This is an optimization exercise on Yosys and OpenROAD, whose aim is small area and a short achievable clock period, not a production implementation. In this exercise RTL edits were held to simulation tests only and were not proved equivalent to the original. No activity file was given, so power comes from the tool's default toggle rates.

// encoder_3c1s_18x18
module encoder_3c1s_18x18(datain, clock, codeout);
    input wire [219:0] datain;
    input wire clock;
    output wire [239:0] codeout;
    TNS_encoder_12 ecoder01( .datain(datain[10:0]), .clock(clock), .codeout(codeout[11:0]) );
    TNS_encoder_12 ecoder02( .datain(datain[21:11]), .clock(clock), .codeout(codeout[23:12]) );
    TNS_encoder_12 ecoder03( .datain(datain[32:22]), .clock(clock), .codeout(codeout[35:24]) );
    TNS_encoder_12 ecoder04( .datain(datain[43:33]), .clock(clock), .codeout(codeout[47:36]) );
    TNS_encoder_12 ecoder05( .datain(datain[54:44]), .clock(clock), .codeout(codeout[59:48]) );
    TNS_encoder_12 ecoder06( .datain(datain[65:55]), .clock(clock), .codeout(codeout[71:60]) );
    TNS_encoder_12 ecoder07( .datain(datain[76:66]), .clock(clock), .codeout(codeout[83:72]) );
    TNS_encoder_12 ecoder08( .datain(datain[87:77]), .clock(clock), .codeout(codeout[95:84]) );
    TNS_encoder_12 ecoder09( .datain(datain[98:88]), .clock(clock), .codeout(codeout[107:96]) );
    TNS_encoder_12 ecoder10( .datain(datain[109:99]), .clock(clock), .codeout(codeout[119:108]) );
    TNS_encoder_12 ecoder11( .datain(datain[120:110]), .clock(clock), .codeout(codeout[131:120]) );
    TNS_encoder_12 ecoder12( .datain(datain[131:121]), .clock(clock), .codeout(codeout[143:132]) );
    TNS_encoder_12 ecoder13( .datain(datain[142:132]), .clock(clock), .codeout(codeout[155:144]) );
    TNS_encoder_12 ecoder14( .datain(datain[153:143]), .clock(clock), .codeout(codeout[167:156]) );
    TNS_encoder_12 ecoder15( .datain(datain[164:154]), .clock(clock), .codeout(codeout[179:168]) );
  ...
Settings: LEC_CHECK=0, CAP_MARGIN=20, CORE_MARGIN=2, CORE_UTILIZATION=40, SLEW_MARGIN=20; clock period 12.0 ns.
standard.sh (not shown) runs the stock make flow with config.mk's settings and CLKGATE_MAP_FILE= SYNTH_SCRIPT=/design/flow/synth_recipe.tcl, a recipe that flattens the netlist after the stock synthesis.
==> flow/flow/run.sh <==
#!/bin/bash
# Own layout flow. The standard synthesis runs first, for reference. Then our own synthesis of
# the same RTL: Yosys's generic synthesis (no fsm/share passes, flattened) without its adder
# extraction, and a light ABC mapping that keeps the structure of the logic as the RTL gives it.
# Its registers are renamed to the standard synthesis's names (paired by the port each drives,
# same cell types), and it replaces the standard netlist if that pairing succeeds. Then the standard flow's
# standard layout runs from floorplan on, with buf_2 cells as the port buffers.
set -euo pipefail
W=$(pwd)
R=$W/orfs/results/$FLOW_PLATFORM/encoder_3c1s_18x18/base
YOSYS=yosys
[ -x "$FLOW_HOME/../tools/install/yosys/bin/yosys" ] && YOSYS=$FLOW_HOME/../tools/install/yosys/bin/yosys
LIB=$FLOW_HOME/platforms/$FLOW_PLATFORM/lib/sky130_fd_sc_hd__tt_025C_1v80.lib

bash standard.sh synth > std_synth.log 2>&1
cp $R/1_2_yosys.v $W/std_1_2_yosys.v

DU=""
for c in $(sed -n '/^export DONT_USE_CELLS/,/^$/p' $FLOW_HOME/platforms/$FLOW_PLATFORM/config.mk | grep -o 'sky130_fd_sc_hd__[a-z0-9_]*'); do
  DU="$DU -dont_use $c"
done
cat > $W/own_synth.ys <<EOT
read_verilog -sv $FLOW_DESIGN
synth -flatten -nofsm -noshare -noabc -top $FLOW_TOP
opt -purge
dfflibmap -liberty $LIB $DU
opt
abc -script $W/flow/map.abc -liberty $LIB $DU -D 12000
opt_clean -purge
hilomap -singleton -hicell sky130_fd_sc_hd__conb_1 HI -locell sky130_fd_sc_hd__conb_1 LO
splitnets
opt_clean -purge
rename -hide w:* x:* %d
stat -liberty $LIB
write_verilog -noattr -nohex -nodec $W/own_1_2_yosys.v
EOT
if $YOSYS -s $W/own_synth.ys > own_synth.log 2>&1 && \
   python3 $W/flow/regnames.py $W/std_1_2_yosys.v $W/own_1_2_yosys.v $W/own_named_1_2_yosys.v > regnames.log 2>&1; then
  echo "using own synthesis" > synth_choice.log
  cp $W/own_named_1_2_yosys.v $R/1_2_yosys.v
  touch $R/1_2_yosys.v
else
  echo "own synthesis failed or registers differ; keeping the standard netlist" > synth_choice.log
fi
export BUFFER_PORTS_ARGS="-buffer_cell sky130_fd_sc_hd__buf_2"
# ask the repair steps for more setup slack than the constraints need, to shorten the period
export SETUP_SLACK_MARGIN=7.6
bash standard.sh > layout.log 2>&1
Other scripts of this flow, unchanged in this note and not shown: flow/flow/map.abc, flow/flow/regnames.py
Change:
--- a/flow/flow/run.sh
+++ b/flow/flow/run.sh
@@ -47 +47 @@
-export SETUP_SLACK_MARGIN=7.6
+export SETUP_SLACK_MARGIN=8.2
- CORE_UTILIZATION: 40 -> 65
Now the flow ended with an error in clock tree synthesis (4_1_cts).
Synthesized area is unchanged.
Synthesized cell count does not change.
Change:
--- a/flow/flow/run.sh
+++ b/flow/flow/run.sh
@@ -47 +47 @@
-export SETUP_SLACK_MARGIN=8.2
+export SETUP_SLACK_MARGIN=7.6
- CORE_UTILIZATION: 65 -> 55
What happened: This time the run finished clean. Synthesized cell count stays the same. Synthesized area stays the same.
Change:
- CORE_UTILIZATION: 55 -> 40
- CTS_BUF_LIST: default -> sky130_fd_sc_hd__clkbuf_4 sky130_fd_sc_hd__clkbuf_8
The changed run finished with timing, DRC and antenna clean.
Hold slack gets better by 15 ps.
Clock-buffer cell count goes up by 35.
Wire length came out higher by 3.4%.

Another version of the RTL of encoder_3c1s_18x18 (not shown whole).
Size in the first run: roughly 4,500 cells after synthesis, about 460 I/O pins, roughly 28,000 um^2 of cells after synthesis.
export LEC_CHECK = 0
export CAP_MARGIN = 20
export CORE_MARGIN = 2
export CORE_UTILIZATION = 40
export SLEW_MARGIN = 20
create_clock -name core_clock -period 12.0 [get_ports {clock}]
==> flow/flow/run.sh <==
#!/bin/bash
# Own layout flow. The standard synthesis runs first, for reference. Then our own synthesis of
# the same RTL: Yosys's generic synthesis (no fsm/share passes, flattened) without its adder
# extraction, and a light ABC mapping that keeps the structure of the logic as the RTL gives it.
# Its registers are renamed to the standard synthesis's names (paired by the port each drives,
# same cell types), and it replaces the standard netlist if that pairing succeeds. Then the standard flow's
# standard layout runs from floorplan on, with buf_2 cells as the port buffers (the output
# ones become buf_1 after global placement).
set -euo pipefail
W=$(pwd)
R=$W/orfs/results/$FLOW_PLATFORM/encoder_3c1s_18x18/base
YOSYS=yosys
[ -x "$FLOW_HOME/../tools/install/yosys/bin/yosys" ] && YOSYS=$FLOW_HOME/../tools/install/yosys/bin/yosys
LIB=$FLOW_HOME/platforms/$FLOW_PLATFORM/lib/sky130_fd_sc_hd__tt_025C_1v80.lib

bash standard.sh synth > std_synth.log 2>&1
cp $R/1_2_yosys.v $W/std_1_2_yosys.v

DU=""
for c in $(sed -n '/^export DONT_USE_CELLS/,/^$/p' $FLOW_HOME/platforms/$FLOW_PLATFORM/config.mk | grep -o 'sky130_fd_sc_hd__[a-z0-9_]*'); do
  DU="$DU -dont_use $c"
done
cat > $W/own_synth.ys <<EOT
read_verilog -sv $FLOW_DESIGN
synth -flatten -nofsm -noshare -noabc -top $FLOW_TOP
opt -purge
dfflibmap -liberty $LIB $DU
opt
abc -script $W/flow/map.abc -liberty $LIB $DU -D 12000
opt_clean -purge
hilomap -singleton -hicell sky130_fd_sc_hd__conb_1 HI -locell sky130_fd_sc_hd__conb_1 LO
splitnets
opt_clean -purge
rename -hide w:* x:* %d
stat -liberty $LIB
write_verilog -noattr -nohex -nodec $W/own_1_2_yosys.v
EOT
if $YOSYS -s $W/own_synth.ys > own_synth.log 2>&1 && \
   python3 $W/flow/regnames.py $W/std_1_2_yosys.v $W/own_1_2_yosys.v $W/own_named_1_2_yosys.v > regnames.log 2>&1; then
  echo "using own synthesis" > synth_choice.log
  cp $W/own_named_1_2_yosys.v $R/1_2_yosys.v
  touch $R/1_2_yosys.v
else
  echo "own synthesis failed or registers differ; keeping the standard netlist" > synth_choice.log
fi
export BUFFER_PORTS_ARGS="-buffer_cell sky130_fd_sc_hd__buf_2"
export POST_GLOBAL_PLACE_TCL=$W/flow/post_gpl.tcl
bash standard.sh > layout.log 2>&1
==> flow/flow/post_gpl.tcl <==
# Runs after global placement (POST_GLOBAL_PLACE_TCL). The output ports have setup slack to
# spare, so their port buffers become the smallest buffer; detailed placement legalizes later.
set n 0
foreach inst [get_cells output*] {
  if { [get_property $inst ref_name] == "sky130_fd_sc_hd__buf_2" } {
    replace_cell $inst sky130_fd_sc_hd__buf_1
    incr n
  }
}
puts "post_gpl: $n output port buffers set to sky130_fd_sc_hd__buf_1"
Other scripts of this flow, unchanged in this note and not shown: flow/flow/map.abc, flow/flow/regnames.py
Next try:
--- a/flow/flow/run.sh
+++ b/flow/flow/run.sh
@@ -7,2 +7 @@
-# standard layout runs from floorplan on, with buf_2 cells as the port buffers (the output
-# ones become buf_1 after global placement).
+# standard layout runs from floorplan on, with buf_2 cells as the port buffers.
@@ -47 +46,2 @@
-export POST_GLOBAL_PLACE_TCL=$W/flow/post_gpl.tcl
+# ask the repair steps for more setup slack than the constraints need, to shorten the period
+export SETUP_SLACK_MARGIN=7.6
- CTS_BUF_LIST: not set -> sky130_fd_sc_hd__clkbuf_4 sky130_fd_sc_hd__clkbuf_8
removed: flow/flow/post_gpl.tcl
After rerunning: The changed run passed the timing, design-rule and antenna checks. Design area grows by 2.4%. Routed wire length grows by 1.2%. Die area is unchanged. Flip-flop and latch count stays the same. Final cell count grows by 0.82%. Clock skew grows by 0.012 ns. Count of clock-buffer cells in the layout grows by 28. Via count grows by 0.87%. Setup slack gains 0.17 ns.
Next try:
--- a/flow/flow/run.sh
+++ b/flow/flow/run.sh
@@ -7 +7,2 @@
-# standard layout runs from floorplan on, with buf_2 cells as the port buffers.
+# standard layout runs from floorplan on, with buf_2 cells as the port buffers (the output
+# ones become buf_1 after global placement) and a setup margin for the repair steps.
@@ -47,0 +49,3 @@
+export POST_GLOBAL_PLACE_TCL=$W/flow/post_gpl.tcl
+# clock tree as the standard flow builds it, with the buffers of config.mk and no dummy loads
+export CTS_ARGS="-sink_clustering_enable -repair_clock_nets -dont_use_dummy_load -buf_list {sky130_fd_sc_hd__clkbuf_1 sky130_fd_sc_hd__clkbuf_2}"
==> flow/flow/post_gpl.tcl (new file) <==
# Runs after global placement (POST_GLOBAL_PLACE_TCL). The output ports have setup slack to
# spare, so their port buffers become the smallest buffer; detailed placement legalizes later.
set n 0
foreach inst [get_cells output*] {
  if { [get_property $inst ref_name] == "sky130_fd_sc_hd__buf_2" } {
    replace_cell $inst sky130_fd_sc_hd__buf_1
    incr n
  }
}
puts "post_gpl: $n output port buffers set to sky130_fd_sc_hd__buf_1"
- CTS_BUF_LIST: sky130_fd_sc_hd__clkbuf_4 sky130_fd_sc_hd__clkbuf_8 -> sky130_fd_sc_hd__clkbuf_1 sky130_fd_sc_hd__clkbuf_2
=> Area after synthesis stays the same. Die area is unchanged. Utilization goes down by 2.4 points. Wire length is lower slightly. Via count barely changes. Count of clock-buffer cells in the layout climbs by 2. Power shrinks by roughly a tenth. First-iteration DRC count went up by a few percent. Setup slack gains 0.15 ns. Cell count fell slightly.
Next try:
--- a/flow/flow/run.sh
+++ b/flow/flow/run.sh
@@ -48 +48 @@
-export SETUP_SLACK_MARGIN=7.6
+export SETUP_SLACK_MARGIN=7.4
@@ -51 +51 @@
-export CTS_ARGS="-sink_clustering_enable -repair_clock_nets -dont_use_dummy_load -buf_list {sky130_fd_sc_hd__clkbuf_1 sky130_fd_sc_hd__clkbuf_2}"
+export CTS_ARGS="-sink_clustering_enable -repair_clock_nets -dont_use_dummy_load -buf_list {sky130_fd_sc_hd__clkbuf_2 sky130_fd_sc_hd__clkbuf_4}"
- CTS_BUF_LIST: sky130_fd_sc_hd__clkbuf_1 sky130_fd_sc_hd__clkbuf_2 -> sky130_fd_sc_hd__clkbuf_2 sky130_fd_sc_hd__clkbuf_4
Effect: The changed run passed the timing, design-rule and antenna checks; power increases by a few percent; synthesized cell count stays the same; cell area increases slightly; via count hardly moves; area after synthesis does not change; first-iteration DRC count decreases by a few percent; clock power increases by about a fifth; die area stays the same; routed wire length stays flat; setup slack got worse by 0.11 ns.

## sierra
Starting RTL as in the previous note.
Settings: LEC_CHECK=0, CAP_MARGIN=20, CORE_MARGIN=2, CORE_UTILIZATION=40, CTS_BUF_LIST=sky130_fd_sc_hd__clkbuf_2 sky130_fd_sc_hd__clkbuf_4, SLEW_MARGIN=20; clock period 12.0 ns.
==> flow/flow/run.sh <==
#!/bin/bash
# Own layout flow. The standard synthesis runs first, for reference. Then our own synthesis of
# the same RTL: Yosys's generic synthesis (no fsm/share passes, flattened) without its adder
# extraction, and a light ABC mapping that keeps the structure of the logic as the RTL gives it.
# Its registers are renamed to the standard synthesis's names (paired by the port each drives,
# same cell types), and it replaces the standard netlist if that pairing succeeds. Then the standard flow's
# standard layout runs from floorplan on, with buf_2 cells as the port buffers (the output
# ones become buf_1 after global placement) and a setup margin for the repair steps.
set -euo pipefail
W=$(pwd)
R=$W/orfs/results/$FLOW_PLATFORM/encoder_3c1s_18x18/base
YOSYS=yosys
[ -x "$FLOW_HOME/../tools/install/yosys/bin/yosys" ] && YOSYS=$FLOW_HOME/../tools/install/yosys/bin/yosys
LIB=$FLOW_HOME/platforms/$FLOW_PLATFORM/lib/sky130_fd_sc_hd__tt_025C_1v80.lib

bash standard.sh synth > std_synth.log 2>&1
cp $R/1_2_yosys.v $W/std_1_2_yosys.v

DU=""
for c in $(sed -n '/^export DONT_USE_CELLS/,/^$/p' $FLOW_HOME/platforms/$FLOW_PLATFORM/config.mk | grep -o 'sky130_fd_sc_hd__[a-z0-9_]*'); do
  DU="$DU -dont_use $c"
done
cat > $W/own_synth.ys <<EOT
read_verilog -sv $FLOW_DESIGN
synth -flatten -nofsm -noshare -noabc -top $FLOW_TOP
opt -purge
dfflibmap -liberty $LIB $DU
opt
abc -script $W/flow/map.abc -liberty $LIB $DU -D 12000
opt_clean -purge
hilomap -singleton -hicell sky130_fd_sc_hd__conb_1 HI -locell sky130_fd_sc_hd__conb_1 LO
splitnets
opt_clean -purge
rename -hide w:* x:* %d
stat -liberty $LIB
write_verilog -noattr -nohex -nodec $W/own_1_2_yosys.v
EOT
if $YOSYS -s $W/own_synth.ys > own_synth.log 2>&1 && \
   python3 $W/flow/regnames.py $W/std_1_2_yosys.v $W/own_1_2_yosys.v $W/own_named_1_2_yosys.v > regnames.log 2>&1; then
  echo "using own synthesis" > synth_choice.log
  cp $W/own_named_1_2_yosys.v $R/1_2_yosys.v
  touch $R/1_2_yosys.v
else
  echo "own synthesis failed or registers differ; keeping the standard netlist" > synth_choice.log
fi
export BUFFER_PORTS_ARGS="-buffer_cell sky130_fd_sc_hd__buf_2"
# ask the repair steps for more setup slack than the constraints need, to shorten the period
export SETUP_SLACK_MARGIN=7.6
export POST_GLOBAL_PLACE_TCL=$W/flow/post_gpl.tcl
bash standard.sh > layout.log 2>&1
Other scripts of this flow, unchanged in this note and not shown: flow/flow/map.abc, flow/flow/post_gpl.tcl, flow/flow/regnames.py
Inputs modified between sierra and lagoon:
Settings: a deleted CTS_BUF_LIST that had been sky130_fd_sc_hd__clkbuf_2 sky130_fd_sc_hd__clkbuf_4.
diff --git a/flow/flow/run.sh b/flow/flow/run.sh
--- a/flow/flow/run.sh
+++ b/flow/flow/run.sh
@@ -47,3 +47,3 @@
 # ask the repair steps for more setup slack than the constraints need, to shorten the period
-export SETUP_SLACK_MARGIN=7.6
+export SETUP_SLACK_MARGIN=7.45
 export POST_GLOBAL_PLACE_TCL=$W/flow/post_gpl.tcl
Findings:
lagoon improves on sierra in final hold slack.
sierra → lagoon: routed wire length essentially unchanged, sequential portion of the cell area decreased 0.27 points.
In the tables for lagoon and sierra, synthesis-to-finish area growth reads lower with sierra.
Lower average routed wire per standard cell was reported by sierra, not lagoon.
lagoon: no failed stages, no open violations at the end
sierra completed end to end with timing, DRC and antenna clean.
The number of vias after detailed routing of lagoon was superior to that of sierra.
Re setup slack of the critical path after layout: lagoon is 0.19 ns down on sierra.
Summary — filler-free cell count of the finished design, lagoon relative to sierra: lower, by 79.
Setup changes, lagoon to willow
Settings: setting CTS_BUF_LIST to sky130_fd_sc_hd__clkbuf_2 sky130_fd_sc_hd__clkbuf_4 for the first time.
diff --git a/flow/flow/run.sh b/flow/flow/run.sh
--- a/flow/flow/run.sh
+++ b/flow/flow/run.sh
@@ -47,4 +47,6 @@
 # ask the repair steps for more setup slack than the constraints need, to shorten the period
-export SETUP_SLACK_MARGIN=7.45
+export SETUP_SLACK_MARGIN=7.6
 export POST_GLOBAL_PLACE_TCL=$W/flow/post_gpl.tcl
+# clock tree as the standard flow builds it, with the buffers of config.mk and no dummy loads
+export CTS_ARGS="-sink_clustering_enable -repair_clock_nets -dont_use_dummy_load -buf_list {sky130_fd_sc_hd__clkbuf_2 sky130_fd_sc_hd__clkbuf_4}"
 bash standard.sh > layout.log 2>&1
Notes after the runs:
Reported for willow and lagoon, number of flip-flops and latches turned out identical to the last digit. Compared with lagoon, willow shows a lower final core utilization. In willow, the sequential share of layout area came out 0.47 points above the value in lagoon. Summary of willow over lagoon: combinational cell fraction of total power has increased; post-layout worst setup margin now sits higher; total power after layout now sits lower; maximum frequency now larger.

what the ideal ports hide:
How much do the figures lean on ideal ports? The routed layouts below were timed once more, with nothing changed but the port constraints. Step 1, drivers: a clkbuf_16 drives clock and a buf_2 each remaining input, both assumed. Step 2 also shifts input and output timing later by t, the mid clock arrival at the registers, as if the neighbouring blocks saw the same clock. a / b / c = ideal ports / drivers / drivers and shift; a / b = the first two.
run	shift t [ns]	setup slack, ns	latest minus earliest clock arrival (ns)
the first run of note 1	0.614	7.767 / 7.772 / 7.158	0.028 / 0.028
the third run of note 1	0.613	7.751 / 7.775 / 7.162	0.026 / 0.025
the fourth run of note 1	0.711	7.760 / 7.768 / 7.057	0.032 / 0.032
the first run of note 2	0.619	7.582 / 7.557 / 6.938	0.019 / 0.019
the second run of note 2	0.716	7.750 / 7.752 / 7.036	0.043 / 0.043
the third run of note 2	1.041	7.900 / 7.839 / 6.938	0.166 / 0.166
the fourth run of note 2	0.841	7.788 / 7.789 / 6.948	0.098 / 0.098
sierra	0.873	7.831 / 7.820 / 6.947	0.071 / 0.071
lagoon	0.619	7.643 / 7.615 / 6.996	0.019 / 0.019
willow	0.841	7.795 / 7.788 / 6.947	0.098 / 0.098
After both steps setup and hold are still met in every run listed. The setup slack of the third run of note 2, which loses most, moves by -0.061 ns with the drivers and by -0.962 ns with both steps.
